What follows belongs to an exercise in optimizing a design on an open flow for small area, a short achievable clock period and few clock cycles per item; a production flow would make more cautious choices. In this exercise RTL edits were held to simulation tests only and were not proved equivalent to the original.

[config.mk]
export PLATFORM = sky130hd
export DESIGN_NAME = UT_TOP
export DESIGN_NICKNAME = UT_TOP
export VERILOG_FILES = /design/flow/design.v
export SDC_FILE = /design/flow/constraint.sdc
export NUM_CORES = 4
export LEC_CHECK = 0
export ABC_AREA = 1
export CAP_MARGIN = 20
export CORE_MARGIN = 2
export CORE_UTILIZATION = 40
export CTS_BUF_LIST = sky130_fd_sc_hd__clkbuf_8
export SLEW_MARGIN = 20
[constraint.sdc]
create_clock -name core_clock -period 15.0 [get_ports {clk}]
set_input_delay 3.0000 -clock core_clock [delete_from_list [all_inputs] [get_ports {clk}]]
set_output_delay 3.0000 -clock core_clock [all_outputs]
set_load 0.01 [all_outputs]
[design.v]
module UT_TOP (
    clk,
    rst_n,
    in_valid,
    in_time,
    out_valid,
    out_display,
    out_day
);
input        clk, rst_n, in_valid;
input [30:0] in_time;
output reg       out_valid;
output reg [3:0] out_display;
output reg [2:0] out_day;
reg [9:0]  R;      
reg [21:0] L;      
reg [10:0] R2;     
reg [7:0]  B;      
reg [3:0]  C2;     
reg [2:0]  W;      
reg        y20;    
reg        jf;     
reg        busy;
reg [4:0]  k;      
function ge11;       
    input [10:0] t;
    input [10:0] K;
    reg   [15:0] g, e;
    integer i, w;
    begin
        for (i = 0; i < 16; i = i + 1) begin
            g[i] = (i < 11) ? (t[i] & ~K[i]) : 1'b0;
            e[i] = (i < 11) ? ~(t[i] ^ K[i]) : 1'b1;
        end
        for (w = 1; w < 16; w = w * 2)
            for (i = 0; i < 16; i = i + 2 * w) begin
                g[i] = g[i + w] | (e[i + w] & g[i]);
                e[i] = e[i + w] & e[i];
            end
        ge11 = g[0] | e[0];
    end
endfunction
function ge24;       
    input [23:0] t;
    input [23:0] K;
    reg   [31:0] g, e;
    integer i, w;
    begin
        for (i = 0; i < 32; i = i + 1) begin
            g[i] = (i < 24) ? (t[i] & ~K[i]) : 1'b0;
            e[i] = (i < 24) ? ~(t[i] ^ K[i]) : 1'b1;
        end
        for (w = 1; w < 32; w = w * 2)
            for (i = 0; i < 32; i = i + 2 * w) begin
                g[i] = g[i + w] | (e[i + w] & g[i]);
                e[i] = e[i + w] & e[i];
            end
        ge24 = g[0] | e[0];
    end
endfunction
function [3:0] dd;
    input [3:0] d;      
    begin
        dd[0] = (~d[3] & ~d[2] & d[0]) | (d[2] & d[1] & ~d[0]) | (d[3] & ~d[0]);
        dd[1] = (~d[2] & d[1]) | (d[1] & d[0]) | (d[3] & ~d[0]);
        dd[2] = (d[2] & ~d[1] & ~d[0]) | (d[3] & d[0]);
        dd[3] = (d[2] & d[0]) | (d[2] & d[1]) | (d[3]);
    end
endfunction
function [3:0] inc10;
    input [3:0] d;      
    begin
        inc10[0] = (~d[0]);
        inc10[1] = (~d[3] & ~d[1] & d[0]) | (d[1] & ~d[0]);
        inc10[2] = (~d[2] & d[1] & d[0]) | (d[2] & ~d[1]) | (d[2] & ~d[0]);
        inc10[3] = (d[2] & d[1] & d[0]) | (d[3] & ~d[0]);
    end
endfunction
function [5:0] bq_lo;
    input [3:0] o;      
    input       a, b;
    begin
        bq_lo[0] = (b);
        bq_lo[1] = (~o[3] & ~o[2] & ~o[1] & a) | (~o[2] & o[1] & o[0] & ~a) | (o[2] & ~o[1] & ~o[0] & ~a) | (o[2] & o[1] & ~o[0] & a) | (o[3] & ~a) | (o[2] & ~o[1] & o[0] & a);
        bq_lo[2] = (o[2] & ~o[0] & ~a) | (o[2] & o[1] & ~o[0]) | (o[3] & ~o[0] & a) | (~o[2] & ~o[1] & o[0] & ~a) | (~o[3] & ~o[2] & o[0] & a);
        bq_lo[3] = (~o[2] & o[1] & ~o[0] & ~a) | (o[2] & ~o[1] & ~o[0] & a) | (o[2] & o[1] & o[0] & ~a) | (o[3] & o[0] & a);
        bq_lo[4] = (~o[2] & o[1] & a) | (~o[2] & o[1] & o[0]) | (o[2] & ~o[1] & ~o[0]) | (o[1] & o[0] & a) | (o[3]);
        bq_lo[5] = (o[2] & o[0]) | (o[2] & o[1]) | (o[3]);
    end
endfunction
function [3:0] bq_hi;
    input [3:0] t;      
    input [1:0] c;
    begin
        bq_hi[0] = (c[0]);
        bq_hi[1] = (~t[3] & ~t[2] & ~t[1] & c[1]) | (~t[2] & t[1] & t[0] & ~c[1]) | (t[2] & ~t[1] & ~t[0] & ~c[1]) | (t[2] & t[1] & ~t[0] & c[1]) | (t[3] & ~c[1]) | (t[2] & ~t[1] & t[0] & c[1]);
        bq_hi[2] = (t[2] & ~t[0] & ~c[1]) | (t[2] & t[1] & ~t[0]) | (t[3] & ~t[0] & c[1]) | (~t[2] & ~t[1] & t[0] & ~c[1]) | (~t[3] & ~t[2] & t[0] & c[1]);
        bq_hi[3] = (~t[2] & t[1] & ~t[0] & ~c[1]) | (t[2] & ~t[1] & ~t[0] & c[1]) | (t[2] & t[1] & t[0] & ~c[1]) | (t[3] & t[0] & c[1]);
    end
endfunction
function [2:0] w4;
    input [2:0] w;      
    input       a, b;
    begin
        w4[0] = (~w[2] & ~w[1] & ~w[0] & b) | (~w[1] & w[0] & a & ~b) | (~w[2] & w[1] & ~w[0] & ~b) | (w[1] & w[0] & b) | (~w[1] & ~w[0] & ~a & b) | (w[2] & w[0] & ~b) | (w[2] & w[1] & a & b) | (w[2] & w[1] & ~a & ~b);
        w4[1] = (~w[2] & ~w[1] & ~w[0] & ~a) | (~w[2] & ~w[1] & ~a & ~b) | (~w[2] & w[0] & a & b) | (~w[2] & ~w[0] & ~a & ~b) | (~w[2] & w[1] & a & b) | (w[1] & w[0] & a) | (w[2] & ~w[1] & a & ~b) | (w[2] & w[0] & ~a & b) | (w[2] & w[1] & ~a & b);
        w4[2] = (~w[2] & ~w[0] & a) | (~w[2] & ~w[1] & w[0] & ~a & ~b) | (w[2] & ~w[0] & ~a) | (w[2] & w[0] & a & b) | (w[1] & ~w[0] & ~a & b) | (~w[1] & ~w[0] & a & ~b);
    end
endfunction
function [2:0] w1;
    input [2:0] w;      
    input       a;
    begin
        w1[0] = (~w[2] & ~w[1] & ~a) | (~w[2] & w[1] & a) | (w[2] & ~w[1] & ~w[0] & a) | (w[2] & w[1] & ~a);
        w1[1] = (~w[2] & ~w[1] & ~w[0] & ~a) | (~w[2] & w[0] & a) | (w[1] & w[0]) | (w[2] & w[0] & ~a) | (w[2] & w[1] & a);
        w1[2] = (~w[2] & ~w[1] & a) | (w[2] & ~w[1] & ~w[0]) | (~w[1] & w[0] & ~a);
    end
endfunction
reg  pm0, pm1, h0, h1, n, mon;                
wire k1  = (k == 5'd1);
wire k8  = (k == 5'd8);
wire k9  = (k == 5'd9);
wire k10 = (k == 5'd10);
wire k11 = (k == 5'd11);
wire [4:0] kn = busy ? k + 5'd1 : 5'd1;       
always @(posedge clk) begin
    pm0 <= (kn <= 5'd8);                                      
    pm1 <= (kn <= 5'd7);                                      
    h0  <= (kn == 5'd9) || (kn == 5'd10);                     
    h1  <= (kn == 5'd8) || (kn == 5'd9) || (kn == 5'd10);     
    n   <= (kn >= 5'd11) && (kn <= 5'd13);                    
    mon <= (kn == 5'd10) || (kn == 5'd11);                    
end
function [10:0] rstep;
    input [10:0] t;
    input [10:0] kk;
    reg   [11:0] g, p;    
    reg   [11:0] b;       
    integer i, lvl, j;
    reg   [11:0] G, P;
    begin
        for (i = 0; i < 11; i = i + 1) begin
            g[i] = ~t[i] & kk[i];
            p[i] = ~(t[i] ^ kk[i]);
        end
        g[11] = 1'b0; p[11] = 1'b0;
        G = g; P = p;
        for (lvl = 1; lvl < 16; lvl = lvl * 2)
            for (i = 0; i < 11; i = i + 1)
                if ((i / lvl) % 2 == 1) begin
                    j = (i / lvl) * lvl - 1;
                    G[i] = G[i] | (P[i] & G[j]);
                    P[i] = P[i] & P[j];
                end
        b[0] = 1'b0;
        for (i = 1; i < 12; i = i + 1) b[i] = G[i - 1];
        rstep[10] = ~b[11];
        for (i = 0; i < 10; i = i + 1)
            rstep[i] = t[i] ^ (rstep[10] & (kk[i] ^ b[i]));
    end
endfunction
function [10:0] step;    
    input [10:0] t;
    input        m, h, n;
    begin
        step = rstep(t, ({11{m}} & 11'd675) | ({11{h}} & 11'd900) | ({11{n}} & 11'd960));
    end
endfunction
wire [10:0] s0 = step({R, L[21]}, pm0, h0, n);
wire [10:0] s1 = step({s0[9:0], L[20]}, pm1, h1, n);
wire        q0 = s0[10];
wire        q1 = s1[10];
function [11:0] rstep2;
    input [11:0] t;
    input [11:0] kk;
    reg   [12:0] g, p;    
    reg   [12:0] b;       
    integer i, lvl, j;
    reg   [12:0] G, P;
    begin
        for (i = 0; i < 12; i = i + 1) begin
            g[i] = ~t[i] & kk[i];
            p[i] = ~(t[i] ^ kk[i]);
        end
        g[12] = 1'b0; p[12] = 1'b0;
        G = g; P = p;
        for (lvl = 1; lvl < 16; lvl = lvl * 2)
            for (i = 0; i < 12; i = i + 1)
                if ((i / lvl) % 2 == 1) begin
                    j = (i / lvl) * lvl - 1;
                    G[i] = G[i] | (P[i] & G[j]);
                    P[i] = P[i] & P[j];
                end
        b[0] = 1'b0;
        for (i = 1; i < 13; i = i + 1) b[i] = G[i - 1];
        rstep2[11] = ~b[12];
        for (i = 0; i < 11; i = i + 1)
            rstep2[i] = t[i] ^ (rstep2[11] & (kk[i] ^ b[i]));
    end
endfunction
function [11:0] step2;   
    input [11:0] t;
    input        mo;
    begin
        step2 = rstep2(t, mo ? 12'd1958 : 12'd1461);
    end
endfunction
wire        b0  = k1 ? 1'b0 : (pm0 && !k9) ? L[0] : (k9 || k10);
wire        b1  = pm0 ? q0 : k9;
wire [10:0] r2i = k10 ? {R2[10:2], 2'b01} : R2;
wire [11:0] u0  = step2({r2i, b0}, mon);
wire [11:0] u1  = step2({u0[10:0], b1}, mon);
wire [5:0] blo = bq_lo(B[3:0], u0[11], u1[11]);
wire [7:0] bb3 = {bq_hi(B[7:4], blo[5:4]), blo[3:0]};
wire [2:0] w2 = k8 ? w1(W, q0) : w4(W, q0, q1);
always @(posedge clk) begin
    if (!busy) begin
        R  <= {1'b0, in_time[30:22]};
        L  <= in_time[21:0];
        R2 <= 11'd1304;
        B  <= 8'h09;
        W  <= 3'd4;
    end else begin
        R[3:0]   <= s1[3:0];
        L[21:11] <= L[19:9];
        R2[5:0]  <= u1[5:0];
        if (pm0 || h0 || n) begin
            R[9:4]  <= s1[9:4];                   
            L[10:0] <= {L[8:0], q0, q1};          
        end
        B[7:4] <= bb3[7:4];                       
        if (pm0 || k9 || mon) begin
            R2[10:6] <= u1[10:6];                 
            if (!mon) B[3:0] <= bb3[3:0];
        end
        if (pm0) W <= w2;
        if (mon) C2 <= {C2[1:0], u0[11], u1[11]};
        if (k1) y20 <= ge24({R[8:0], L[21:7]}, 24'd7395975);
        jf <= ge11(R2, 11'd1224);                 
    end
end
always @(posedge clk or negedge rst_n) begin
    if (!rst_n)                 busy <= 1'b0;
    else if (in_valid)          busy <= 1'b1;
    else if (busy && k == 5'd21) busy <= 1'b0;
end
always @(posedge clk) k <= kn;
wire       jfc = k10 ? ge11(R2, 11'd1224) : jf;
wire       yc  = jfc && (B[3:0] == 4'd9);
wire [3:0] yt  = yc ? inc10(B[7:4]) : B[7:4];
wire [3:0] yo  = jfc ? inc10(B[3:0]) : B[3:0];
function [4:0] mbcd;
    input [3:0] m;      
    begin
        mbcd[0] = (~m[0]);
        mbcd[1] = (~m[3] & ~m[1] & ~m[0]) | (~m[2] & m[1] & m[0]) | (m[3] & m[0]);
        mbcd[2] = (~m[3] & ~m[2] & m[0]) | (~m[3] & ~m[2] & m[1]) | (m[2] & ~m[1] & ~m[0]);
        mbcd[3] = (m[2] & ~m[1] & m[0]) | (m[2] & m[1] & ~m[0]);
        mbcd[4] = (m[2] & m[1] & m[0]) | (m[3] & ~m[1]);
    end
endfunction
wire [4:0] mb = mbcd(C2);
wire       mt = mb[4];
wire [3:0] mo = mb[3:0];
reg [5:0] fld;
always @(*) begin
    if (k[4:1] == 4'd7)      fld = {1'b0, R2[10:6]};    
    else if (k[4:1] == 4'd8) fld = {1'b0, L[10:6]};     
    else if (k[4:1] == 4'd9) fld = L[5:0];              
    else                     fld = R[9:4];              
end
wire [3:0] dA   = dd({1'b0, fld[5:3]});
wire [3:0] dB   = dd({dA[2:0], fld[2]});
wire [3:0] dC   = dd({dB[2:0], fld[1]});
wire [6:0] fb   = {dA[3], dB[3], dC[3], dC[2:0], fld[0]};
wire       dinc = (k[4:1] == 4'd7);                      
wire [3:0] fo   = dinc ? inc10(fb[3:0]) : fb[3:0];
wire       tp1  = dinc && (fb[3:0] == 4'd9);            
wire [2:0] ft   = !tp1 ? fb[6:4] : (fb[5:4] == 2'd0) ? 3'd1 : (fb[5:4] == 2'd1) ? 3'd2 : 3'd3;
reg [3:0] digit;
always @(*) begin
    case (k)
        5'd8:    digit = y20 ? 4'd2 : 4'd1;
        5'd9:    digit = y20 ? 4'd0 : 4'd9;
        5'd10:   digit = yt;
        5'd11:   digit = yo;
        5'd12:   digit = {3'b000, mt};
        5'd13:   digit = mo;
        default: digit = k[0] ? fo : {1'b0, ft};
    endcase
end
wire [2:0] wday   = k8 ? w2 : W;
wire       outing = busy && (k >= 5'd8);
always @(posedge clk or negedge rst_n) begin
    if (!rst_n) begin
        out_valid   <= 1'b0;
        out_display <= 4'd0;
        out_day     <= 3'd0;
    end else if (outing) begin
        out_valid   <= 1'b1;
        out_display <= digit;
        out_day     <= wday;
    end else begin
        out_valid   <= 1'b0;
        out_display <= 4'd0;
        out_day     <= 3'd0;
    end
end
endmodule
[flow/run.sh]
#!/bin/bash
# The standard layout, with timing repair aiming at 11.1 ns of setup slack
# instead of 0, and the port buffers made with buf_1 cells; the clock and the
# constraints stay the design's.
set -o pipefail
bash standard.sh SETUP_SLACK_MARGIN=11.1 "BUFFER_PORTS_ARGS=-buffer_cell sky130_fd_sc_hd__buf_1" finish > standard.log 2>&1
[standard.sh]
#!/bin/bash
# synth_recipe.tcl (not shown) runs the flow's synth.tcl, then flattens the netlist and writes it again
# the make line also repeats each setting of config.mk as NAME=value (left out here)
make -C /OpenROAD-flow-scripts/flow DESIGN_CONFIG=/design/flow/config.mk WORK_HOME=/design/flow/orfs CLKGATE_MAP_FILE= SYNTH_SCRIPT=/design/flow/synth_recipe.tcl "${@:-finish}"
==> impl_table.tex, run 1 <==
\begin{tabular}{lr}
\hline
Metric & Value \\
\hline
\multicolumn{2}{l}{\textbf{Floorplan}} \\
\quad Vert. Die Dim & 126 microns \\
\quad Die width & 126 microns \\
\quad Count of boundary I/O pins & 42 \\
\quad Core Footprint & 14500 sq um \\
\quad Initial Util & 40.9\% \\
\quad Die outline area & 15800 sq um \\
\quad Number of placement rows & 44 \\
\multicolumn{2}{l}{\textbf{Synth}} \\
\quad Most instantiated flip-flop cell in the synthesis netlist & sky130\_fd\_sc\_hd\_\_dfxtp\_1 \\
\quad Post-Synthesis Mean Instance Area & 6.65 sq um \\
\quad Area leader, netlist & sky130\_fd\_sc\_hd\_\_dfxtp\_1 \\
\quad Cell variety after synth & 52 \\
\quad Yosys reg bits & 80 \\
\quad Share of synthesized area occupied by flip-flops and latches & 31.5\% \\
\quad Share of the synthesized area in the top cell type & 16.6\% \\
\quad Share of async-settable or async-resettable flops after synthesis & 11.3\% \\
\quad Synthesized Nets & 947 \\
\quad Number of flops mapped to enable cells by yosys & 22 \\
\quad Cell area after technology mapping & 5920 sq um \\
\quad Synth top area cells & sky130\_fd\_sc\_hd\_\_dfxtp\_1 (17\%), sky130\_fd\_sc\_hd\_\_nand2\_1 (14\%), sky130\_fd\_sc\_hd\_\_edfxtp\_1 (11\%) \\
\quad Cells after synthesis & 890 \\
\quad Yosys warnings & 1 \\
\multicolumn{2}{l}{\textbf{Cells and area}} \\
\quad Area growth, synth to finish & 15.3\% \\
\quad Fraction of layout instances using a drive strength above 1 & 12.5\% \\
\quad Number of antenna cells inserted & 0 \\
\quad Non-filler cells in the finished layout & 1137 \\
\quad Number of nets in the finished design & 1005 \\
\quad Layout Cell Area excl Fill & 6830 sq um \\
\multicolumn{2}{l}{\textbf{Critical path}} \\
\quad Longest individual stage delay on the worst path & 370 ps \\
\quad Required time of the worst setup path & 12000 ps \\
\quad Worst Path Class, Setup & reg -> out \\
\quad Critical Path Source & out\_day[0]\$\_DFF\_PN0\_ \\
\quad Slowest-stage cell, CP & sky130\_fd\_sc\_hd\_\_dfrtp\_1 \\
\quad Critical path arrival & 860 ps \\
\quad RR Startpoint & n\$\_DFF\_P\_ \\
\quad CP endpoint kind & output pin \\
\quad Max FO, Critical Path & 1 \\
\quad Worst Setup Start Kind & register \\
\quad Crit-path leading delay family & flip-flops \\
\quad List of cells traversed by the critical path & clkbuf\_2 \\
\quad Buf+Inv Stages, Crit Path & 1 \\
\multicolumn{2}{l}{\textbf{Placement}} \\
\quad Sum of net half-perimeters after detailed placement & 11.4 mm \\
\quad Post-place setup slack & 10600 ps \\
\quad Final Wtd Congestion & 0.912 \\
\quad Standard cell area after detailed placement & 6250 sq um \\
\quad Placed insts & 1103 \\
\quad Port bufs & 41 \\
\multicolumn{2}{l}{\textbf{Clock tree}} \\
\quad Number of buffers added by the clock tree synthesis step & 9 \\
\quad CTS root buf & sky130\_fd\_sc\_hd\_\_clkbuf\_8 \\
\quad Insertion delay to the later sink of the worst-skew pair & 370 ps \\
\quad Clock Path Buffers & 2 \\
\quad Clock transition at the register clock pins on the worst setup and hold paths after CTS & 90 ps \\
\quad H-Tree Depth & 3 \\
\quad Clock tree from TritonCTS & yes \\
\quad Total number of clock tree sinks & 80 \\
\quad Hold buffers post-CTS & 0 \\
\multicolumn{2}{l}{\textbf{Routing}} \\
\quad Wirelength, routed & 15.7 mm \\
\quad Detailed Route Iter0 Violations & 452 \\
\quad Routed via count divided by cell count & 5.17 \\
\quad Per-cell routed wire length & 13.8 microns \\
\quad Pre-antenna DRT Iters & 5 \\
\quad Remaining number of nets flagged by the antenna check after routing & 0 \\
\quad Count of vias placed by the detailed router & 5881 \\
\quad Number of DRC violations after detailed routing & 0 \\
\multicolumn{2}{l}{\textbf{GRT}} \\
\quad Maximum number of pins on one net before global-route repair & 44 \\
\quad Overflow after GRT & 0 \\
\quad Global-route usage over all layers & 20.1\% \\
\quad Number of global-route vias before repair & 5428 \\
\quad Global-route wire length before repair & 25.9 mm \\
\quad Initial antenna violation count & 0 \\
\multicolumn{2}{l}{\textbf{Timing}} \\
\quad Minimum period implied by the final worst setup slack & 3860 ps \\
\quad Setup repair after global routing missed its margin & true \\
\quad Final-layout setup total negative slack & 0 ps \\
\quad Final number of hold-violating endpoints & 0 \\
\quad Worst Setup Slack, final & 11140 ps \\
\quad Final Max Tran Viols & 0 \\
\quad Tcrit/Tclk final & 25.7\% \\
\quad Max Fclk & 259 MHz \\
\quad Slew at the pin closest to its max-slew limit & 800 ps \\
\quad Clock Skew & 11.9 ps \\
\quad Relative slew margins & 46.2\% \\
\quad Final setup vio count & 0 \\
\multicolumn{2}{l}{\textbf{Hold path}} \\
\quad Worst min-delay path category & reg -> reg \\
\quad Startpoint of the tightest hold check path & L[19]\$\_DFF\_P\_ \\
\multicolumn{2}{l}{\textbf{Status}} \\
\quad Status & timing/DRC/antenna clean \\
\multicolumn{2}{l}{\textbf{Job}} \\
\quad Count of max-cap constraint violations & 0 \\
\hline
\end{tabular}
## layout make-up
cell class	count	area [sq um]
Sequential cell	80	1880
Multi-Input combinational cell	650	3620
Inverter	147	567
Clock buffer	9	124
Clock inverter	7	111
Timing Repair Buffer	60	300
Fill cell	1502	7650
Tap cell	184	230
## timing repair
| item | in CTS | in global routing |
|---|---|---|
| pin swaps | 3 | 10 |
| resized for setup | 18 | 40 |
| setup endpoints to repair | 26 | 30 |
| cloned | 0 | 1 |
| setup buffers | 4 | 13 |
## metal layers
| layer | share of wire, % | up-vias | global-route usage (%) |
|---|---|---|---|
| li1 | - | 3050 | - |
| met4 | 2.6 | 0 | 8.17 |
| met5 | 0 | - | 0 |
| met3 | 6.1 | 34 | 3.48 |
| met1 | 49 | 2612 | 28.6 |
| met2 | 42 | 185 | 30.3 |
## path summary, 6_finish.rpt
check | cells past startpoint | slack (ps) | end
max | 1 | 11140 | out_day[0]
max reg2reg | 25 | 11320 | R[6]$_DFFE_PP_
min reg2reg | 2 | 460 | L[21]$_DFF_P_
max in group asynchronous | 1 | 12130 | out_day[1]$_DFF_PN0_
min | 2 | 460 | L[21]$_DFF_P_
min in group asynchronous | 1 | 2540 | out_day[2]$_DFF_PN0_
## placed cells by master, fill, tap and decap left out, types with 4 or more instances in the layout
master | netlist | final
sky130_fd_sc_hd__nand2_1 | 224 | 218
sky130_fd_sc_hd__inv_1 | 136 | 133
sky130_fd_sc_hd__nor2_1 | 89 | 80
sky130_fd_sc_hd__nand3_1 | 67 | 65
sky130_fd_sc_hd__o21ai_0 | 54 | 52
sky130_fd_sc_hd__dfxtp_1 | 49 | 43
sky130_fd_sc_hd__a21oi_1 | 45 | 43
sky130_fd_sc_hd__buf_1 | 0 | 38
sky130_fd_sc_hd__edfxtp_1 | 22 | 22
sky130_fd_sc_hd__ha_1 | 23 | 21
sky130_fd_sc_hd__buf_4 | 0 | 19
sky130_fd_sc_hd__xor2_1 | 19 | 16
sky130_fd_sc_hd__nor3_1 | 15 | 15
sky130_fd_sc_hd__nand2_2 | 10 | 13
sky130_fd_sc_hd__nand4_1 | 13 | 13
sky130_fd_sc_hd__inv_2 | 9 | 11
sky130_fd_sc_hd__o21ai_1 | 9 | 11
sky130_fd_sc_hd__a31oi_1 | 10 | 10
sky130_fd_sc_hd__dfrtp_1 | 9 | 9
sky130_fd_sc_hd__clkbuf_8 | 0 | 9
sky130_fd_sc_hd__nand2_4 | 5 | 7
sky130_fd_sc_hd__o211ai_1 | 7 | 7
sky130_fd_sc_hd__nor2_2 | 0 | 6
sky130_fd_sc_hd__nor2_4 | 2 | 5
sky130_fd_sc_hd__nand3_2 | 3 | 5
sky130_fd_sc_hd__dfxtp_2 | 0 | 4
sky130_fd_sc_hd__a21oi_2 | 2 | 4
sky130_fd_sc_hd__o2111ai_1 | 4 | 4
## metrics by stage
step,hold slack (ps),util (%)
floorplan,426,-
global placement,438,43.2
detailed placement,442,43.2
CTS,458,45.4
global route,474,47.2
finish,456,47.2
## cell families (layout without fill, tap and decap cells)
logic type	after synthesis	after routing	synth area share, %
xor gates and xnor gates	23	23	3.40
buffers and inverters	161	223	10.5
AOI/OAI and AO/OA	161	162	16.5
and+or+nand+nor	442	442	33.2
adders and majority gates	23	23	4.86
DFF	80	80	31.5
## sequential cells by signal (all words and copies together) (netlist names), 3 cells and up
name,flops
k,5
L,22
out_day,3
B,8
R2,11
out_display,4
C2,4
W,3
R,10
## synthesized netlist by cell type, drive strengths merged (3+ instances only)
master / instances
o21bai: 3
nor4: 3
nor3: 15
a221oi: 3
o2111ai: 4
xnor2: 4
edfxtp: 22
ha: 23
o221ai: 3
dfxtp: 49
or2: 4
xor2: 19
o211ai: 7
inv: 146
a31oi: 10
clkbuf: 11
nand4: 13
a211oi: 3
o21ai: 64
a21oi: 49
o22ai: 3
dfrtp: 9
buf: 3
nand3: 73
nand2: 239
nor2: 91
Testbench counts, summed over its fixed seeds: cycles 55,200, items 2,400.
==> run 2, diff against run 1 <==
==> flow/run.sh (replaced) <==
#!/bin/bash
# The standard layout, with timing repair aiming at 11.1 ns of setup slack
# instead of 0, and the port buffers made with buf_1 cells; repair only resizes and swaps gates.
# The clock and the constraints stay the design's.
set -o pipefail
bash standard.sh SETUP_SLACK_MARGIN=11.1 "BUFFER_PORTS_ARGS=-buffer_cell sky130_fd_sc_hd__buf_1" SETUP_MOVE_SEQUENCE=unbuffer,sizeup,swap finish > standard.log 2>&1
==> run 2 against run 1 <==
Compared with the run above:
- sequential share of layout area decreased by 0.46 points
- largest cell class unchanged
- clock-buffer cell count unchanged
==> impl_table.tex, run 2 <==
\begin{tabular}{lr}
\hline
Metric & Value \\
\hline
\multicolumn{2}{l}{\textbf{Critical path}} \\
\quad Critical path arrival & 860 ps (about the same) \\
\quad Slowest-stage cell, CP & sky130\_fd\_sc\_hd\_\_dfrtp\_1 \\
\quad RR Startpoint & n\$\_DFF\_P\_ \\
\quad List of cells traversed by the critical path & clkbuf\_2 \\
\quad Worst Setup Start Kind & register \\
\quad Required time of the worst setup path & 12000 ps (about the same) \\
\quad Longest individual stage delay on the worst path & 370 ps (about the same) \\
\quad Buf+Inv Stages, Crit Path & 1 (unchanged) \\
\quad Worst Path Class, Setup & reg -> out \\
\quad Max FO, Critical Path & 1 (unchanged) \\
\quad Crit-path leading delay family & flip-flops \\
\quad CP endpoint kind & output pin \\
\quad Critical Path Source & out\_day[0]\$\_DFF\_PN0\_ \\
\multicolumn{2}{l}{\textbf{Synth}} \\
\quad Share of synthesized area occupied by flip-flops and latches & 31.5\% (unchanged) \\
\quad Share of the synthesized area in the top cell type & 16.6\% (unchanged) \\
\quad Number of flops mapped to enable cells by yosys & 22 (unchanged) \\
\quad Cell variety after synth & 52 (unchanged) \\
\quad Cell area after technology mapping & 5920 sq um (unchanged) \\
\quad Yosys reg bits & 80 (unchanged) \\
\quad Yosys warnings & 1 (unchanged) \\
\quad Most used standard cells in the synthesized netlist & sky130\_fd\_sc\_hd\_\_nand2\_1 (224), sky130\_fd\_sc\_hd\_\_inv\_1 (136), sky130\_fd\_sc\_hd\_\_nor2\_1 (89), sky130\_fd\_sc\_hd\_\_nand3\_1 (67), sky130\_fd\_sc\_hd\_\_o21ai\_0 (54) \\
\quad Most used standard cell by instance count after synthesis & sky130\_fd\_sc\_hd\_\_nand2\_1 \\
\quad Share of async-settable or async-resettable flops after synthesis & 11.3\% (unchanged) \\
\quad Most instantiated flip-flop cell in the synthesis netlist & sky130\_fd\_sc\_hd\_\_dfxtp\_1 \\
\quad Synth top area cells & sky130\_fd\_sc\_hd\_\_dfxtp\_1 (17\%), sky130\_fd\_sc\_hd\_\_nand2\_1 (14\%), sky130\_fd\_sc\_hd\_\_edfxtp\_1 (11\%) \\
\quad Cells after synthesis & 890 (unchanged) \\
\quad Synthesized Nets & 947 (unchanged) \\
\quad Area leader, netlist & sky130\_fd\_sc\_hd\_\_dfxtp\_1 \\
\quad Post-Synthesis Mean Instance Area & 6.65 sq um (unchanged) \\
\multicolumn{2}{l}{\textbf{Floorplan}} \\
\quad Number of placement rows & 44 (unchanged) \\
\quad Initial Util & 40.9\% (unchanged) \\
\quad Die outline area & 15800 sq um (unchanged) \\
\quad Count of boundary I/O pins & 42 (unchanged) \\
\quad Vert. Die Dim & 126 microns (unchanged) \\
\quad Die width & 126 microns (unchanged) \\
\quad Core Footprint & 14500 sq um (unchanged) \\
\multicolumn{2}{l}{\textbf{Cells and area}} \\
\quad Most common cell after layout, fill and taps aside & sky130\_fd\_sc\_hd\_\_nand2\_1 \\
\quad Count of filler cells inserted in the layout & 1469 (-2.2\%) \\
\quad Final Util & 48.1\% (+0.96 points) \\
\quad Number of nets in the finished design & 987 (-1.8\%) \\
\quad Fraction of layout instances using a drive strength above 1 & 13.5\% (+0.99 points) \\
\quad Layout Cell Area excl Fill & 6970 sq um (+2.0\%) \\
\quad Register with the most flip-flops & L \\
\quad Area growth, synth to finish & 17.7\% \\
\quad Number of antenna cells inserted & 0 (unchanged) \\
\quad Commonest cells after routing, fill and taps aside & sky130\_fd\_sc\_hd\_\_nand2\_1 (215), sky130\_fd\_sc\_hd\_\_inv\_1 (128), sky130\_fd\_sc\_hd\_\_nor2\_1 (80), sky130\_fd\_sc\_hd\_\_nand3\_1 (61), sky130\_fd\_sc\_hd\_\_o21ai\_0 (51) \\
\quad Largest register FFs & 22 (unchanged) \\
\quad Registers with the highest flip-flop counts & L: 22 flops, R2: 11 flops, R: 10 flops \\
\multicolumn{2}{l}{\textbf{Routing}} \\
\quad Per-cell routed wire length & 14.1 microns (+2.3\%) \\
\quad Pre-antenna DRT Iters & 4 (-1) \\
\quad Number of DRC violations after detailed routing & 0 (unchanged) \\
\quad Routed via count divided by cell count & 5.21 (+0.81\%) \\
\quad Remaining number of nets flagged by the antenna check after routing & 0 (unchanged) \\
\quad Count of vias placed by the detailed router & 5835 (-0.78\%) \\
\quad Wirelength, routed & 15.8 mm (+0.66\%) \\
\quad Detailed Route Iter0 Violations & 454 (+0.44\%) \\
\multicolumn{2}{l}{\textbf{Clock tree}} \\
\quad Total number of clock tree sinks & 80 (unchanged) \\
\quad Clock Path Buffers & 2 (unchanged) \\
\quad Insertion delay to the later sink of the worst-skew pair & 380 ps (about the same) \\
\quad H-Tree Depth & 3 (unchanged) \\
\quad Number of buffers added by the clock tree synthesis step & 9 (unchanged) \\
\quad Clock transition at the register clock pins on the worst setup and hold paths after CTS & 90 ps (about the same) \\
\quad CTS root buf & sky130\_fd\_sc\_hd\_\_clkbuf\_8 \\
\quad Clock tree from TritonCTS & yes \\
\multicolumn{2}{l}{\textbf{Job}} \\
\quad Count of max-cap constraint violations & 0 (unchanged) \\
\multicolumn{2}{l}{\textbf{Timing}} \\
\quad Final setup vio count & 0 (unchanged) \\
\quad Setup repair after global routing missed its margin & true \\
\quad Clock Skew & 13.6 ps (+1.71 ps) \\
\quad Slew at the pin closest to its max-slew limit & 792 ps (-8.03 ps) \\
\quad Final number of hold-violating endpoints & 0 (unchanged) \\
\quad Max Fclk & 259 MHz (-0.11\%) \\
\quad Relative slew margins & 46.8\% (+0.54 points) \\
\quad Minimum period implied by the final worst setup slack & 3860 ps (+4.20 ps) \\
\quad Final Max Tran Viols & 0 (unchanged) \\
\quad Tcrit/Tclk final & 25.8\% (+0.028 points) \\
\quad Final-layout setup total negative slack & 0 ps (unchanged) \\
\multicolumn{2}{l}{\textbf{GRT}} \\
\quad Global-route usage over all layers & 20.1\% (about the same) \\
\quad Number of global-route vias before repair & 5417 (-0.20\%) \\
\quad Global-route wire length before repair & 25.9 mm (about the same) \\
\quad Maximum number of pins on one net before global-route repair & 44 (unchanged) \\
\quad Busiest grt layer & met2 \\
\quad Met2 GRT Util & 30.6\% (+0.29 points) \\
\quad Met1 track demand over resource in global routing & 28.6\% (about the same) \\
\quad Overflow after GRT & 0 (unchanged) \\
\quad Met3 usage & 3.48\% (unchanged) \\
\quad Initial antenna violation count & 0 (unchanged) \\
\multicolumn{2}{l}{\textbf{Hold path}} \\
\quad Startpoint of the tightest hold check path & L[19]\$\_DFF\_P\_ \\
\quad Worst min-delay path category & reg -> reg \\
\multicolumn{2}{l}{\textbf{Placement}} \\
\quad Final Wtd Congestion & 0.912 (unchanged) \\
\quad Sum of net half-perimeters after detailed placement & 11.4 mm (unchanged) \\
\quad Standard cell area after detailed placement & 6250 sq um (unchanged) \\
\quad Port bufs & 41 (unchanged) \\
\multicolumn{2}{l}{\textbf{Status}} \\
\quad Status & timing/DRC/antenna clean \\
\hline
\end{tabular}
-- run 2: cell families (layout without fill, tap and decap cells) --
family / Yosys count / count (layout) / share of synthesized area (%)
flops: 80 / 80 / 31.5
buf+inv: 161 / 206 / 10.5
fa+ha+maj: 23 / 23 / 4.86
simple gates: 442 / 442 / 33.2
compound gates: 161 / 161 / 16.5
xor+xnor: 23 / 23 / 3.40
-- run 2: cell type report --
cell class                 count  area [sq um]  share of cell area [%]
multi-input combinational    649          3850                    55.3
sequential                    80          1890                    27.1
inverter                     147           588                    8.44
tap                          184           230                    3.30
timing repair buffer          43           173                    2.48
clock buffer                   9           124                    1.78
clock inverter                 7           111                    1.60
-- run 2: metal layers --
metal  vias to the layer above  part of all wire (%)
li1                       3003                     -
met1                      2646                    50
met2                       156                    43
met3                        30                   4.7
met4                         0                   2.5
met5                         -                     0
-- run 2: worst reg2reg max path, delay by kind of cell (launching register included) --
kind	cells	cell delay [ps]
simple gates	12	1230
compound gates	3	520
fa+ha+maj	2	490
buf+inv	7	500
xor+xnor	2	290
flops	1	390
-- run 2: final timing paths --
check	slack [ps]	end	depth (start not counted)
setup / recovery	11140	out_day[0]	1
hold / removal	460	L[21]$_DFF_P_	2
setup reg to reg	11290	R[5]$_DFFE_PP_	26
hold reg to reg	460	L[21]$_DFF_P_	2
max in group asynchronous	12150	out_display[1]$_DFF_PN0_	1
min in group asynchronous	2530	out_day[2]$_DFF_PN0_	1
-- run 2: what timing repair did --
action | CTS | global route
setup endpoints to repair | 26 | 30
resized for setup | 28 | 83
gates cloned | 0 | 0
buffers inserted | 0 | 0
hold buffers | 0 | 0
pin swaps | 10 | 31
hold endpoints to repair | 0 | 0
-- run 2: metrics by stage --
stage	std cells	worst slack [ps]	hold slack [ps]
CTS	1119	11070	458
floorplan	890	11100	426
finish	1119	11140	456
global route	1119	11040	474
global placement	1103	10780	438
detailed placement	1103	10600	442
==> run 3, diff against run 2 <==
--- a/design.v
+++ b/design.v
@@ -99,13 +99,4 @@
     end
 endfunction
-function [2:0] w4;
-    input [2:0] w;      
-    input       a, b;
-    begin
-        w4[0] = (~w[2] & ~w[1] & ~w[0] & b) | (~w[1] & w[0] & a & ~b) | (~w[2] & w[1] & ~w[0] & ~b) | (w[1] & w[0] & b) | (~w[1] & ~w[0] & ~a & b) | (w[2] & w[0] & ~b) | (w[2] & w[1] & a & b) | (w[2] & w[1] & ~a & ~b);
-        w4[1] = (~w[2] & ~w[1] & ~w[0] & ~a) | (~w[2] & ~w[1] & ~a & ~b) | (~w[2] & w[0] & a & b) | (~w[2] & ~w[0] & ~a & ~b) | (~w[2] & w[1] & a & b) | (w[1] & w[0] & a) | (w[2] & ~w[1] & a & ~b) | (w[2] & w[0] & ~a & b) | (w[2] & w[1] & ~a & b);
-        w4[2] = (~w[2] & ~w[0] & a) | (~w[2] & ~w[1] & w[0] & ~a & ~b) | (w[2] & ~w[0] & ~a) | (w[2] & w[0] & a & b) | (w[1] & ~w[0] & ~a & b) | (~w[1] & ~w[0] & a & ~b);
-    end
-endfunction
 function [2:0] w1;
     input [2:0] w;      
@@ -213,5 +204,6 @@
 wire [5:0] blo = bq_lo(B[3:0], u0[11], u1[11]);
 wire [7:0] bb3 = {bq_hi(B[7:4], blo[5:4]), blo[3:0]};
-wire [2:0] w2 = k8 ? w1(W, q0) : w4(W, q0, q1);
+wire [2:0] wa = w1(W, q0);
+wire [2:0] w2 = k8 ? wa : w1(wa, q1);
 always @(posedge clk) begin
     if (!busy) begin
==> flow/run.sh (replaced) <==
#!/bin/bash
# The standard layout, with timing repair aiming at 11.1 ns of setup slack
# instead of 0, and the port buffers made with buf_1 cells; the clock and the
# constraints stay the design's.
set -o pipefail
bash standard.sh SETUP_SLACK_MARGIN=11.1 "BUFFER_PORTS_ARGS=-buffer_cell sky130_fd_sc_hd__buf_1" finish > standard.log 2>&1
==> run 3 against run 2 <==
Compared with the run above:
- die area fell by 0.78%
- worst hold slack got worse by 2.6 ps
- sequential cell count is the same
- core utilization decreased by 0.65 points
- first-iteration DRC count decreased by 20%
- critical endpoint is now out_display[1]
- largest cell class unchanged
==> impl_table.tex, run 3 <==
\begin{tabular}{lr}
\hline
Metric & Value \\
\hline
\multicolumn{2}{l}{\textbf{Status}} \\
\quad Status & timing/DRC/antenna clean \\
\multicolumn{2}{l}{\textbf{Timing}} \\
\quad Setup repair after global routing missed its margin & true \\
\quad Final Max Tran Viols & 0 (unchanged) \\
\quad Tcrit/Tclk final & 25.7\% (-0.11 points) \\
\quad Final setup vio count & 0 (unchanged) \\
\quad Final number of hold-violating endpoints & 0 (unchanged) \\
\quad Final-layout setup total negative slack & 0 ps (unchanged) \\
\quad Clock Skew & 17.9 ps (+4.29 ps) \\
\quad Slew at the pin closest to its max-slew limit & 724 ps (-68.1 ps) \\
\quad Relative slew margins & 51.6\% (+4.8 points) \\
\quad Worst Setup Slack, final & 11150 ps (+17.1 ps) \\
\quad Max Fclk & 260 MHz (+0.45\%) \\
\quad Minimum period implied by the final worst setup slack & 3850 ps (-17.1 ps) \\
\multicolumn{2}{l}{\textbf{Placement}} \\
\quad Final Wtd Congestion & 0.854 (-6.3\%) \\
\quad Sum of net half-perimeters after detailed placement & 10.9 mm (-4.8\%) \\
\quad Post-place setup slack & 10290 ps (-312 ps) \\
\quad Port bufs & 41 (unchanged) \\
\quad Standard cell area after detailed placement & 6200 sq um (-0.84\%) \\
\multicolumn{2}{l}{\textbf{GRT}} \\
\quad Global-route wire length before repair & 24.5 mm (-5.7\%) \\
\quad Number of global-route vias before repair & 5082 (-6.2\%) \\
\quad Overflow after GRT & 0 (unchanged) \\
\quad Initial antenna violation count & 0 (unchanged) \\
\quad Global-route usage over all layers & 19.0\% (-1.1 points) \\
\quad Maximum number of pins on one net before global-route repair & 51 (+16\%) \\
\multicolumn{2}{l}{\textbf{Synth}} \\
\quad Cells after synthesis & 885 (-0.56\%) \\
\quad Share of async-settable or async-resettable flops after synthesis & 11.3\% (unchanged) \\
\quad Cell area after technology mapping & 5870 sq um (-0.80\%) \\
\quad Most used standard cells in the synthesized netlist & sky130\_fd\_sc\_hd\_\_nand2\_1 (244), sky130\_fd\_sc\_hd\_\_inv\_1 (123), sky130\_fd\_sc\_hd\_\_nor2\_1 (77), sky130\_fd\_sc\_hd\_\_nand3\_1 (75), sky130\_fd\_sc\_hd\_\_o21ai\_0 (63) \\
\quad Most used standard cell by instance count after synthesis & sky130\_fd\_sc\_hd\_\_nand2\_1 \\
\quad Post-synthesis adder-cell area fraction & 4.90\% (+0.039 points) \\
\quad Xor and xnor area share after synthesis & 3.83\% (+0.43 points) \\
\quad Yosys warnings & 1 (unchanged) \\
\quad Mux cell area share after synthesis & 0\% (unchanged) \\
\quad Post-Synthesis Mean Instance Area & 6.64 sq um (-0.24\%) \\
\quad Compound-gate portion of the synthesized area & 15.4\% (-1.1 points) \\
\quad Synth top area cells & sky130\_fd\_sc\_hd\_\_dfxtp\_1 (17\%), sky130\_fd\_sc\_hd\_\_nand2\_1 (16\%), sky130\_fd\_sc\_hd\_\_edfxtp\_1 (11\%) \\
\quad Share of the synthesized area in the top cell type & 16.7\% (+0.13 points) \\
\quad Yosys reg bits & 80 (unchanged) \\
\quad Number of flops mapped to enable cells by yosys & 22 (unchanged) \\
\quad Area leader, netlist & sky130\_fd\_sc\_hd\_\_dfxtp\_1 \\
\quad Area share of and/or/nand/nor cells after synthesis & 34.3\% (+1.1 points) \\
\quad Synthesized Nets & 942 (-0.53\%) \\
\quad Share of synthesized area occupied by flip-flops and latches & 31.8\% (+0.26 points) \\
\quad Cell variety after synth & 54 (+3.8\%) \\
\quad Most instantiated flip-flop cell in the synthesis netlist & sky130\_fd\_sc\_hd\_\_dfxtp\_1 \\
\quad Main combinational cell family by area after synthesis & simple AND/OR/NAND/NOR gates \\
\multicolumn{2}{l}{\textbf{Floorplan}} \\
\quad Die outline area & 15700 sq um (-0.78\%) \\
\quad Initial Util & 40.7\% (-0.17 points) \\
\quad Core Footprint & 14400 sq um (-0.38\%) \\
\quad Count of boundary I/O pins & 42 (unchanged) \\
\quad Die width & 125 microns (-0.39\%) \\
\quad Number of placement rows & 44 (unchanged) \\
\quad Vert. Die Dim & 125 microns (-0.39\%) \\
\multicolumn{2}{l}{\textbf{Cells and area}} \\
\quad Final Util & 47.5\% (-0.65 points) \\
\quad Most common cell after layout, fill and taps aside & sky130\_fd\_sc\_hd\_\_nand2\_1 \\
\quad Number of antenna cells inserted & 0 (unchanged) \\
\quad Commonest cells after routing, fill and taps aside & sky130\_fd\_sc\_hd\_\_nand2\_1 (237), sky130\_fd\_sc\_hd\_\_inv\_1 (120), sky130\_fd\_sc\_hd\_\_nor2\_1 (73), sky130\_fd\_sc\_hd\_\_nand3\_1 (71), sky130\_fd\_sc\_hd\_\_o21ai\_0 (59) \\
\quad Fraction of layout instances using a drive strength above 1 & 13.7\% (+0.21 points) \\
\quad Registers with the highest flip-flop counts & L: 22 flops, R2: 11 flops, R: 10 flops \\
\quad Number of nets in the finished design & 1009 (+2.2\%) \\
\quad Count of filler cells inserted in the layout & 1504 (+2.4\%) \\
\quad Largest register FFs & 22 (unchanged) \\
\quad Layout Cell Area excl Fill & 6850 sq um (-1.7\%) \\
\quad Area growth, synth to finish & 16.6\% \\
\quad Register with the most flip-flops & L \\
\multicolumn{2}{l}{\textbf{Job}} \\
\quad Count of max-cap constraint violations & 0 (unchanged) \\
\multicolumn{2}{l}{\textbf{Routing}} \\
\quad Remaining number of nets flagged by the antenna check after routing & 0 (unchanged) \\
\quad Count of vias placed by the detailed router & 5692 (-2.5\%) \\
\quad Number of DRC violations after detailed routing & 0 (unchanged) \\
\quad Wirelength, routed & 15.0 mm (-5.2\%) \\
\quad Per-cell routed wire length & 13.1 microns (-7.0\%) \\
\quad Pre-antenna DRT Iters & 5 (+1) \\
\quad Routed via count divided by cell count & 4.99 (-4.3\%) \\
\quad Detailed Route Iter0 Violations & 363 (-20\%) \\
\multicolumn{2}{l}{\textbf{Critical path}} \\
\quad Crit-path leading delay family & flip-flops \\
\quad Longest individual stage delay on the worst path & 360 ps (about the same) \\
\quad Length in cells of the worst reg-to-reg path & 26 (unchanged) \\
\quad End point of the critical path & out\_display[1] \\
\quad Instance count on the critical path & 1 (unchanged) \\
\quad R2R Path End & R[7]\$\_DFFE\_PP\_ \\
\quad Buf+Inv Stages, Crit Path & 1 (unchanged) \\
\quad Required time of the worst setup path & 12000 ps (about the same) \\
\quad Worst Path Class, Setup & reg -> out \\
\quad Critical path arrival & 850 ps (about the same) \\
\quad Register-to-Register Setup Slack & 11250 ps (-40 ps) \\
\quad RR Startpoint & h0\$\_DFF\_P\_ \\
\quad Max FO, Critical Path & 1 (unchanged) \\
\quad Critical Path Source & out\_display[1]\$\_DFF\_PN0\_ \\
\quad Worst Setup Start Kind & register \\
\quad Slowest-stage cell, CP & sky130\_fd\_sc\_hd\_\_dfrtp\_1 \\
\quad CP endpoint kind & output pin \\
\quad List of cells traversed by the critical path & buf\_1 \\
\multicolumn{2}{l}{\textbf{Hold path}} \\
\quad Worst min-delay path category & reg -> reg \\
\multicolumn{2}{l}{\textbf{Clock tree}} \\
\quad Clock Path Buffers & 2 (unchanged) \\
\quad Hold buffers post-CTS & 0 (unchanged) \\
\quad Clock transition at the register clock pins on the worst setup and hold paths after CTS & 80 ps (about the same) \\
\quad Number of buffers added by the clock tree synthesis step & 9 (unchanged) \\
\quad Insertion delay to the later sink of the worst-skew pair & 380 ps (about the same) \\
\quad CTS root buf & sky130\_fd\_sc\_hd\_\_clkbuf\_8 \\
\quad H-Tree Depth & 3 (unchanged) \\
\quad Total number of clock tree sinks & 80 (unchanged) \\
\quad Clock tree from TritonCTS & yes \\
\hline
\end{tabular}
==> run 3: repair_timing <==
item,4_1_cts,5_1_grt
pin swaps,8,23
gates resized for setup,30,31
endpoints found under the setup margin,27,29
cloned,0,1
hold endpoints to repair,0,0
setup buffers,10,17
==> run 3: logic make-up after synthesis <==
| group | Yosys count |
|---|---|
| buf+inv | 148 |
| simple gates | 458 |
| xor+xnor | 24 |
| fa+ha+maj | 23 |
| compound gates | 152 |
| flops | 80 |
==> run 3: worst min path at each step <==
stage	start	end	cells past startpoint
2_1_floorplan	L[14]$_DFF_P_	L[16]$_DFF_P_	2
3_3_place_gp	L[19]$_DFF_P_	L[21]$_DFF_P_	2
3_5_place_dp	L[19]$_DFF_P_	L[21]$_DFF_P_	2
4_1_cts	L[19]$_DFF_P_	L[21]$_DFF_P_	2
5_1_grt	L[19]$_DFF_P_	L[21]$_DFF_P_	2
6_report	L[19]$_DFF_P_	L[21]$_DFF_P_	2
==> run 3: per-stage QoR <==
step           hold WS (ps)  instances
2_1_floorplan           425        885
3_3_place_gp            440       1097
3_5_place_dp            443       1097
4_1_cts                 457       1123
5_1_grt                 482       1141
6_report                453       1141
==> run 3: final cells by class <==
class | count | area [sq um] | area share, %
flip-flops and latches | 80 | 1880 | 27.5
inverters | 133 | 513 | 7.49
clock buffers | 10 | 138 | 2.01
well taps | 184 | 230 | 3.36
repair buffers | 70 | 387 | 5.65
multi-input cells | 658 | 3640 | 53.1
clock inverters | 6 | 58.8 | 0.859
==> run 3: layer usage <==
| metal | global-route usage (%) | vias to the layer above | wire length, microns | part of all wire [%] |
|---|---|---|---|---|
| met5 | 0 | - | 0 | 0 |
| met4 | 5.23 | 0 | 201 | 1.3 |
| met3 | 3.85 | 15 | 470 | 3.1 |
| met2 | 28.5 | 96 | 6490 | 43 |
| met1 | 27.7 | 2546 | 7830 | 52 |
| li1 | - | 3035 | - | - |
Testbench counts of run 3, summed over its fixed seeds: cycles 55,200, items 2,400.
==> run 4, diff against run 3 <==
--- a/config.mk
+++ b/config.mk
@@ -11,3 +11,4 @@
 export CORE_UTILIZATION = 40
 export CTS_BUF_LIST = sky130_fd_sc_hd__clkbuf_8
+export PLACE_DENSITY = 0.4
 export SLEW_MARGIN = 20
==> run 4 against run 3 <==
Compared with the run above:
- highest routed layer unchanged
- largest cell class unchanged
- first-iteration DRC count is 20% lower
- maximum frequency fell by 0.43%
- non-clock buffer count grew 7
- still clean
- design area grew 2.9%
- core utilization grew 1.4 points
- global-route usage rose by 2.4 points
==> impl_table.tex, run 4 <==
\begin{tabular}{lr}
\hline
Metric & Value \\
\hline
\multicolumn{2}{l}{\textbf{Cells and area}} \\
\quad Commonest cells after routing, fill and taps aside & sky130\_fd\_sc\_hd\_\_nand2\_1 (234), sky130\_fd\_sc\_hd\_\_inv\_1 (121), sky130\_fd\_sc\_hd\_\_nor2\_1 (71), sky130\_fd\_sc\_hd\_\_nand3\_1 (70), sky130\_fd\_sc\_hd\_\_o21ai\_0 (60) \\
\quad Registers with the highest flip-flop counts & L: 22 flops, R2: 11 flops, R: 10 flops \\
\quad Area of combinational cells with multiple inputs & 3750 sq um (+3.0\%) \\
\quad Fraction of layout instances using a drive strength above 1 & 15.7\% (+2.0 points) \\
\quad Number of antenna cells inserted & 0 (unchanged) \\
\quad Area growth, synth to finish & 19.9\% \\
\quad Largest register FFs & 22 (unchanged) \\
\quad Non-filler cells in the finished layout & 1148 (+0.61\%) \\
\quad Register with the most flip-flops & L \\
\quad Sequential cell area & 1880 sq um (about the same) \\
\quad Number of nets in the finished design & 1016 (+0.69\%) \\
\quad Count of filler cells inserted in the layout & 1482 (-1.5\%) \\
\quad Most common cell after layout, fill and taps aside & sky130\_fd\_sc\_hd\_\_nand2\_1 \\
\multicolumn{2}{l}{\textbf{Routing}} \\
\quad Count of vias placed by the detailed router & 5916 (+3.9\%) \\
\quad Number of DRC violations after detailed routing & 0 (unchanged) \\
\quad Per-cell routed wire length & 14.6 microns (+11\%) \\
\quad Pre-antenna DRT Iters & 4 (-1) \\
\quad Remaining number of nets flagged by the antenna check after routing & 0 (unchanged) \\
\quad Detailed Route Iter0 Violations & 292 (-20\%) \\
\quad Wirelength, routed & 16.7 mm (+12\%) \\
\quad Routed via count divided by cell count & 5.15 (+3.3\%) \\
\multicolumn{2}{l}{\textbf{GRT}} \\
\quad Met3 usage & 2.91\% (-0.94 points) \\
\quad Global-route usage over all layers & 21.4\% (+2.4 points) \\
\quad Met1 track demand over resource in global routing & 26.4\% (-1.2 points) \\
\quad Initial antenna violation count & 0 (unchanged) \\
\quad Busiest grt layer & met2 \\
\quad Number of global-route vias before repair & 5662 (+11\%) \\
\quad Met2 GRT Util & 36.5\% (+8.0 points) \\
\quad Global-route wire length before repair & 27.3 mm (+12\%) \\
\quad Maximum number of pins on one net before global-route repair & 50 (-2.0\%) \\
\quad Overflow after GRT & 0 (unchanged) \\
\multicolumn{2}{l}{\textbf{Critical path}} \\
\quad Critical path arrival & 860 ps (about the same) \\
\quad Length in cells of the worst reg-to-reg path & 23 (-12\%) \\
\quad Slowest-stage cell, CP & sky130\_fd\_sc\_hd\_\_dfrtp\_1 \\
\quad CP endpoint kind & output pin \\
\quad Longest individual stage delay on the worst path & 370 ps (about the same) \\
\quad List of cells traversed by the critical path & clkbuf\_2 \\
\quad Register-to-Register Setup Slack & 11290 ps (+40 ps) \\
\quad RR Startpoint & h0\$\_DFF\_P\_ \\
\quad Max FO, Critical Path & 1 (unchanged) \\
\quad Worst Setup Start Kind & register \\
\quad Crit-path leading delay family & flip-flops \\
\quad Required time of the worst setup path & 12000 ps (about the same) \\
\quad R2R Path End & R[7]\$\_DFFE\_PP\_ \\
\quad Instance count on the critical path & 1 (unchanged) \\
\quad Buf+Inv Stages, Crit Path & 1 (unchanged) \\
\quad Worst Path Class, Setup & reg -> out \\
\multicolumn{2}{l}{\textbf{Synth}} \\
\quad Yosys warnings & 1 (unchanged) \\
\quad Share of async-settable or async-resettable flops after synthesis & 11.3\% (unchanged) \\
\quad Area leader, netlist & sky130\_fd\_sc\_hd\_\_dfxtp\_1 \\
\quad Number of flops mapped to enable cells by yosys & 22 (unchanged) \\
\quad Cells after synthesis & 885 (unchanged) \\
\quad Share of synthesized area occupied by flip-flops and latches & 31.8\% (unchanged) \\
\quad Post-Synthesis Mean Instance Area & 6.64 sq um (unchanged) \\
\quad Share of the synthesized area in the top cell type & 16.7\% (unchanged) \\
\quad Cell area after technology mapping & 5870 sq um (unchanged) \\
\quad Most instantiated flip-flop cell in the synthesis netlist & sky130\_fd\_sc\_hd\_\_dfxtp\_1 \\
\quad Synthesized Nets & 942 (unchanged) \\
\quad Most used standard cells in the synthesized netlist & sky130\_fd\_sc\_hd\_\_nand2\_1 (244), sky130\_fd\_sc\_hd\_\_inv\_1 (123), sky130\_fd\_sc\_hd\_\_nor2\_1 (77), sky130\_fd\_sc\_hd\_\_nand3\_1 (75), sky130\_fd\_sc\_hd\_\_o21ai\_0 (63) \\
\quad Synth top area cells & sky130\_fd\_sc\_hd\_\_dfxtp\_1 (17\%), sky130\_fd\_sc\_hd\_\_nand2\_1 (16\%), sky130\_fd\_sc\_hd\_\_edfxtp\_1 (11\%) \\
\quad Cell variety after synth & 54 (unchanged) \\
\quad Most used standard cell by instance count after synthesis & sky130\_fd\_sc\_hd\_\_nand2\_1 \\
\quad Yosys reg bits & 80 (unchanged) \\
\multicolumn{2}{l}{\textbf{Timing}} \\
\quad Final Max Tran Viols & 0 (unchanged) \\
\quad Max Fclk & 259 MHz (-0.43\%) \\
\quad Clock Skew & 16.5 ps (-1.45 ps) \\
\quad Final setup vio count & 0 (unchanged) \\
\quad Slew at the pin closest to its max-slew limit & 787 ps (+63.2 ps) \\
\quad Minimum period implied by the final worst setup slack & 3860 ps (+16.7 ps) \\
\quad Relative slew margins & 47.4\% (-4.2 points) \\
\quad Tcrit/Tclk final & 25.8\% (+0.11 points) \\
\quad Final number of hold-violating endpoints & 0 (unchanged) \\
\quad Setup repair after global routing missed its margin & true \\
\quad Final-layout setup total negative slack & 0 ps (unchanged) \\
\multicolumn{2}{l}{\textbf{Floorplan}} \\
\quad Die outline area & 15700 sq um (unchanged) \\
\quad Core Footprint & 14400 sq um (unchanged) \\
\quad Initial Util & 40.7\% (unchanged) \\
\quad Count of boundary I/O pins & 42 (unchanged) \\
\quad Number of placement rows & 44 (unchanged) \\
\quad Die width & 125 microns (unchanged) \\
\quad Vert. Die Dim & 125 microns (unchanged) \\
\multicolumn{2}{l}{\textbf{Hold path}} \\
\quad Hold path endpoint & L[21]\$\_DFF\_P\_ \\
\quad Startpoint of the tightest hold check path & L[19]\$\_DFF\_P\_ \\
\quad Worst min-delay path category & reg -> reg \\
\quad Depth of the worst hold-timing path & 2 (unchanged) \\
\multicolumn{2}{l}{\textbf{Clock tree}} \\
\quad CTS root buf & sky130\_fd\_sc\_hd\_\_clkbuf\_8 \\
\quad H-Tree Depth & 3 (unchanged) \\
\quad Clock Path Buffers & 2 (unchanged) \\
\quad Insertion delay to the later sink of the worst-skew pair & 370 ps (about the same) \\
\quad Total number of clock tree sinks & 80 (unchanged) \\
\quad Clock tree from TritonCTS & yes \\
\quad Clock transition at the register clock pins on the worst setup and hold paths after CTS & 90 ps (about the same) \\
\quad Number of buffers added by the clock tree synthesis step & 9 (unchanged) \\
\multicolumn{2}{l}{\textbf{Placement}} \\
\quad Port bufs & 41 (unchanged) \\
\quad Placed insts & 1098 (+0.091\%) \\
\quad Final Wtd Congestion & 0.852 (-0.25\%) \\
\quad Sum of net half-perimeters after detailed placement & 12.3 mm (+13\%) \\
\multicolumn{2}{l}{\textbf{Status}} \\
\quad Status & timing/DRC/antenna clean \\
\multicolumn{2}{l}{\textbf{Job}} \\
\quad Count of max-cap constraint violations & 0 (unchanged) \\
\hline
\end{tabular}
[run 4: worst max-delay path by stage]
stage | to | from
2_1_floorplan | R[7]$_DFFE_PP_ | n$_DFF_P_
3_3_place_gp | R[7]$_DFFE_PP_ | n$_DFF_P_
3_5_place_dp | R[7]$_DFFE_PP_ | n$_DFF_P_
4_1_cts | out_day[2] | out_day[2]$_DFF_PN0_
5_1_grt | out_day[2] | out_day[2]$_DFF_PN0_
6_report | out_valid | out_valid$_DFF_PN0_
[run 4: cell families after synthesis]
group,after synthesis,share of synthesized area (%)
AO/OA/AOI/OAI,152,15.4
XOR/XNOR,24,3.83
adder cells (fa/ha/maj),23,4.90
buffers and inverters,148,9.76
flip-flops,80,31.8
AND/OR/NAND/NOR,458,34.3
[run 4: final cells by class]
class / count / share of cell area (%)
tap: 184 / 3.27
clock inverter: 6 / 1.15
clock buffer: 10 / 1.95
sequential: 80 / 26.8
timing repair buffer: 77 / 6.25
inverter: 133 / 7.39
multi-input combinational: 658 / 53.2
[run 4: what timing repair did]
action / in CTS / in global routing
buffers inserted: 15 / 18
pin swaps: 12 / 22
hold buffers: 0 / 0
cloned: 0 / 1
resized for setup: 34 / 48
endpoints found under the hold margin: 0 / 0
setup endpoints to repair: 27 / 29
[run 4: through the flow]
| stage | util [%] | cell area [sq um] | hold slack (ps) | setup WS, ps |
|---|---|---|---|---|
| 2_1_floorplan | - | 5870 | 425 | 11130 |
| 4_1_cts | 46.3 | 6690 | 470 | 11100 |
| 5_1_grt | 48.8 | 7040 | 485 | 11070 |
| 6_report | 48.8 | 7040 | 466 | 11140 |
| 3_5_place_dp | 43.0 | 6210 | 451 | 10210 |
| 3_3_place_gp | 43.0 | 6210 | 439 | 10340 |
[run 4: per-layer routing]
metal	vias to the layer above	wire length (microns)	part of all wire, %
li1	3038	-	-
met1	2723	7450	45
met2	119	8150	49
met3	36	562	3.4
met4	0	566	3.4
met5	-	0	0
==> run 5, diff against run 4 <==
--- a/config.mk
+++ b/config.mk
@@ -11,4 +11,4 @@
 export CORE_UTILIZATION = 40
 export CTS_BUF_LIST = sky130_fd_sc_hd__clkbuf_8
-export PLACE_DENSITY = 0.4
+export PLACE_DENSITY = 0.8
 export SLEW_MARGIN = 20
==> run 5 against run 4 <==
Compared with the run above:
- first-iteration DRC count grew 20%
- non-clock buffer count shrank 11
- sequential cell count unchanged
- area after synthesis did not move
- design area fell by 3.7%
- clock skew down 0.66 ps
- synthesized cell count unchanged
==> impl_table.tex, run 5 <==
\begin{tabular}{lr}
\hline
Metric & Value \\
\hline
\multicolumn{2}{l}{\textbf{Synth}} \\
\quad Cells after synthesis & 885 (unchanged) \\
\quad Synth top area cells & sky130\_fd\_sc\_hd\_\_dfxtp\_1 (17\%), sky130\_fd\_sc\_hd\_\_nand2\_1 (16\%), sky130\_fd\_sc\_hd\_\_edfxtp\_1 (11\%) \\
\quad Share of async-settable or async-resettable flops after synthesis & 11.3\% (unchanged) \\
\quad Cell variety after synth & 54 (unchanged) \\
\quad Post-Synthesis Mean Instance Area & 6.64 sq um (unchanged) \\
\quad Area leader, netlist & sky130\_fd\_sc\_hd\_\_dfxtp\_1 \\
\quad Yosys warnings & 1 (unchanged) \\
\multicolumn{2}{l}{\textbf{GRT}} \\
\quad Maximum number of pins on one net before global-route repair & 50 (unchanged) \\
\quad Global-route wire length before repair & 24.3 mm (-11\%) \\
\multicolumn{2}{l}{\textbf{Clock tree}} \\
\quad H-Tree Depth & 3 (unchanged) \\
\quad Total number of clock tree sinks & 80 (unchanged) \\
\quad Hold buffers post-CTS & 0 (unchanged) \\
\quad Clock tree from TritonCTS & yes \\
\quad CTS root buf & sky130\_fd\_sc\_hd\_\_clkbuf\_8 \\
\quad Clock transition at the register clock pins on the worst setup and hold paths after CTS & 100 ps (about the same) \\
\quad Clock Path Buffers & 2 (unchanged) \\
\multicolumn{2}{l}{\textbf{Floorplan}} \\
\quad Die outline area & 15700 sq um (unchanged) \\
\quad Vert. Die Dim & 125 microns (unchanged) \\
\quad Initial Util & 40.7\% (unchanged) \\
\multicolumn{2}{l}{\textbf{Critical path}} \\
\quad Longest individual stage delay on the worst path & 380 ps (about the same) \\
\quad Buf+Inv Stages, Crit Path & 1 (unchanged) \\
\quad Worst Path Class, Setup & reg -> out \\
\multicolumn{2}{l}{\textbf{Status}} \\
\quad Status & timing/DRC/antenna clean \\
\multicolumn{2}{l}{\textbf{Timing}} \\
\quad Minimum period implied by the final worst setup slack & 3880 ps (+13.7 ps) \\
\quad Slew at the pin closest to its max-slew limit & 792 ps (+4.56 ps) \\
\multicolumn{2}{l}{\textbf{Placement}} \\
\quad Final Wtd Congestion & 0.900 (+5.6\%) \\
\multicolumn{2}{l}{\textbf{Routing}} \\
\quad Count of vias placed by the detailed router & 5970 (+0.91\%) \\
\quad Remaining number of nets flagged by the antenna check after routing & 0 (unchanged) \\
\quad Detailed Route Iter0 Violations & 350 (+20\%) \\
\quad Number of DRC violations after detailed routing & 0 (unchanged) \\
\multicolumn{2}{l}{\textbf{Cells and area}} \\
\quad Count of filler cells inserted in the layout & 1409 (-4.9\%) \\
\quad Commonest cells after routing, fill and taps aside & sky130\_fd\_sc\_hd\_\_nand2\_1 (240), sky130\_fd\_sc\_hd\_\_inv\_1 (120), sky130\_fd\_sc\_hd\_\_nor2\_1 (74), sky130\_fd\_sc\_hd\_\_nand3\_1 (72), sky130\_fd\_sc\_hd\_\_o21ai\_0 (61) \\
\quad Registers with the highest flip-flop counts & L: 22 flops, R2: 11 flops, R: 10 flops \\
\hline
\end{tabular}
[run 5: cell type report]
class                           instances  area (sq um)  area share [%]
Multi-Input combinational cell        658          3600            53.0
Sequential cell                        80          1880            27.8
Inverter                              133           513            7.56
Timing Repair Buffer                   66           345            5.09
Tap cell                              184           230            3.39
Clock buffer                           10           138            2.03
Clock inverter                          6          76.3            1.13
[run 5: repair_timing]
action | 4_1_cts | 5_1_grt
pin swaps | 3 | 13
cloned | 0 | 1
gates resized for setup | 19 | 33
setup buffers | 5 | 18
setup endpoints to repair | 27 | 29
[run 5: final timing paths]
kind | from | to | slack, ps | cells after the start
worst max-delay path | out_day[1]$_DFF_PN0_ | out_day[1] | 11120 | 1
worst min-delay path | L[19]$_DFF_P_ | L[21]$_DFF_P_ | 440 | 2
worst max register to register | h0$_DFF_P_ | R[7]$_DFFE_PP_ | 11260 | 26
worst min register to register | L[19]$_DFF_P_ | L[21]$_DFF_P_ | 440 | 2
max in group asynchronous | rst_n | busy$_DFFE_PN0P_ | 12160 | 1
min in group asynchronous | rst_n | out_day[0]$_DFF_PN0_ | 2530 | 1
[run 5: cells by family (layout without fill, tap and decap cells)]
logic type / Yosys count / in the layout / share of synthesized area [%]
AO/OA/AOI/OAI: 152 / 152 / 15.4
XOR/XNOR: 24 / 24 / 3.83
adder cells (fa/ha/maj): 23 / 23 / 4.90
buffers and inverters: 148 / 215 / 9.76
flip-flops: 80 / 80 / 31.8
AND/OR/NAND/NOR: 458 / 459 / 34.3
[run 5: stage by stage]
step | cell area [sq um] | worst slack [ps] | cells | utilization (%)
floorplan | 5870 | 11130 | 885 | -
global placement | 6200 | 10740 | 1097 | 43.0
detailed placement | 6200 | 10550 | 1097 | 43.0
CTS | 6520 | 11080 | 1118 | 45.2
global route | 6780 | 11010 | 1137 | 47.0
finish | 6780 | 11120 | 1137 | 47.0
[run 5: layer usage]
metal | wire length [microns] | up-vias | global-route usage [%]
met5 | 0 | - | 0
met4 | 461 | 0 | 7.91
met3 | 799 | 38 | 2.44
met2 | 6720 | 222 | 30.4
met1 | 7120 | 2684 | 25.4
li1 | - | 3026 | -

[what the ideal ports hide]
The flow's constraints put no driver on any port. The routed layouts listed below were extracted and timed again, unchanged, in two steps.
Step 1 (the two cells are an assumption about what drives the block):
set clk [get_ports {clk}]
set_driving_cell -lib_cell sky130_fd_sc_hd__clkbuf_16 $clk
set_driving_cell -lib_cell sky130_fd_sc_hd__buf_2 [delete_from_list [all_inputs] $clk]
Step 2 adds t to the input delays and takes it off the output delays; t is the mean of the earliest and latest rising clock arrival at the registers after step 1. Input paths then give back, and output paths get back, about the clock's delay inside the block.
Slacks: ideal ports / drivers / drivers and shift; pairs: ideal ports / drivers.
run | t (ns) | setup WS [ns] | hold slack, ns | worst setup path after step 2
run 1 | 0.405 | 11.139 / 11.102 / 11.319 | 0.456 / 0.456 / 0.456 | register to register
run 2 | 0.407 | 11.135 / 11.097 / 11.286 | 0.456 / 0.456 / 0.456 | register to register
run 3 | 0.405 | 11.152 / 11.118 / 11.252 | 0.453 / 0.453 / 0.453 | register to register
run 4 | 0.400 | 11.136 / 11.099 / 11.294 | 0.466 / 0.466 / 0.466 | register to register
run 5 | 0.413 | 11.122 / 11.085 / 11.260 | 0.441 / 0.441 / 0.441 | register to register
After both steps every run listed still meets setup and hold.
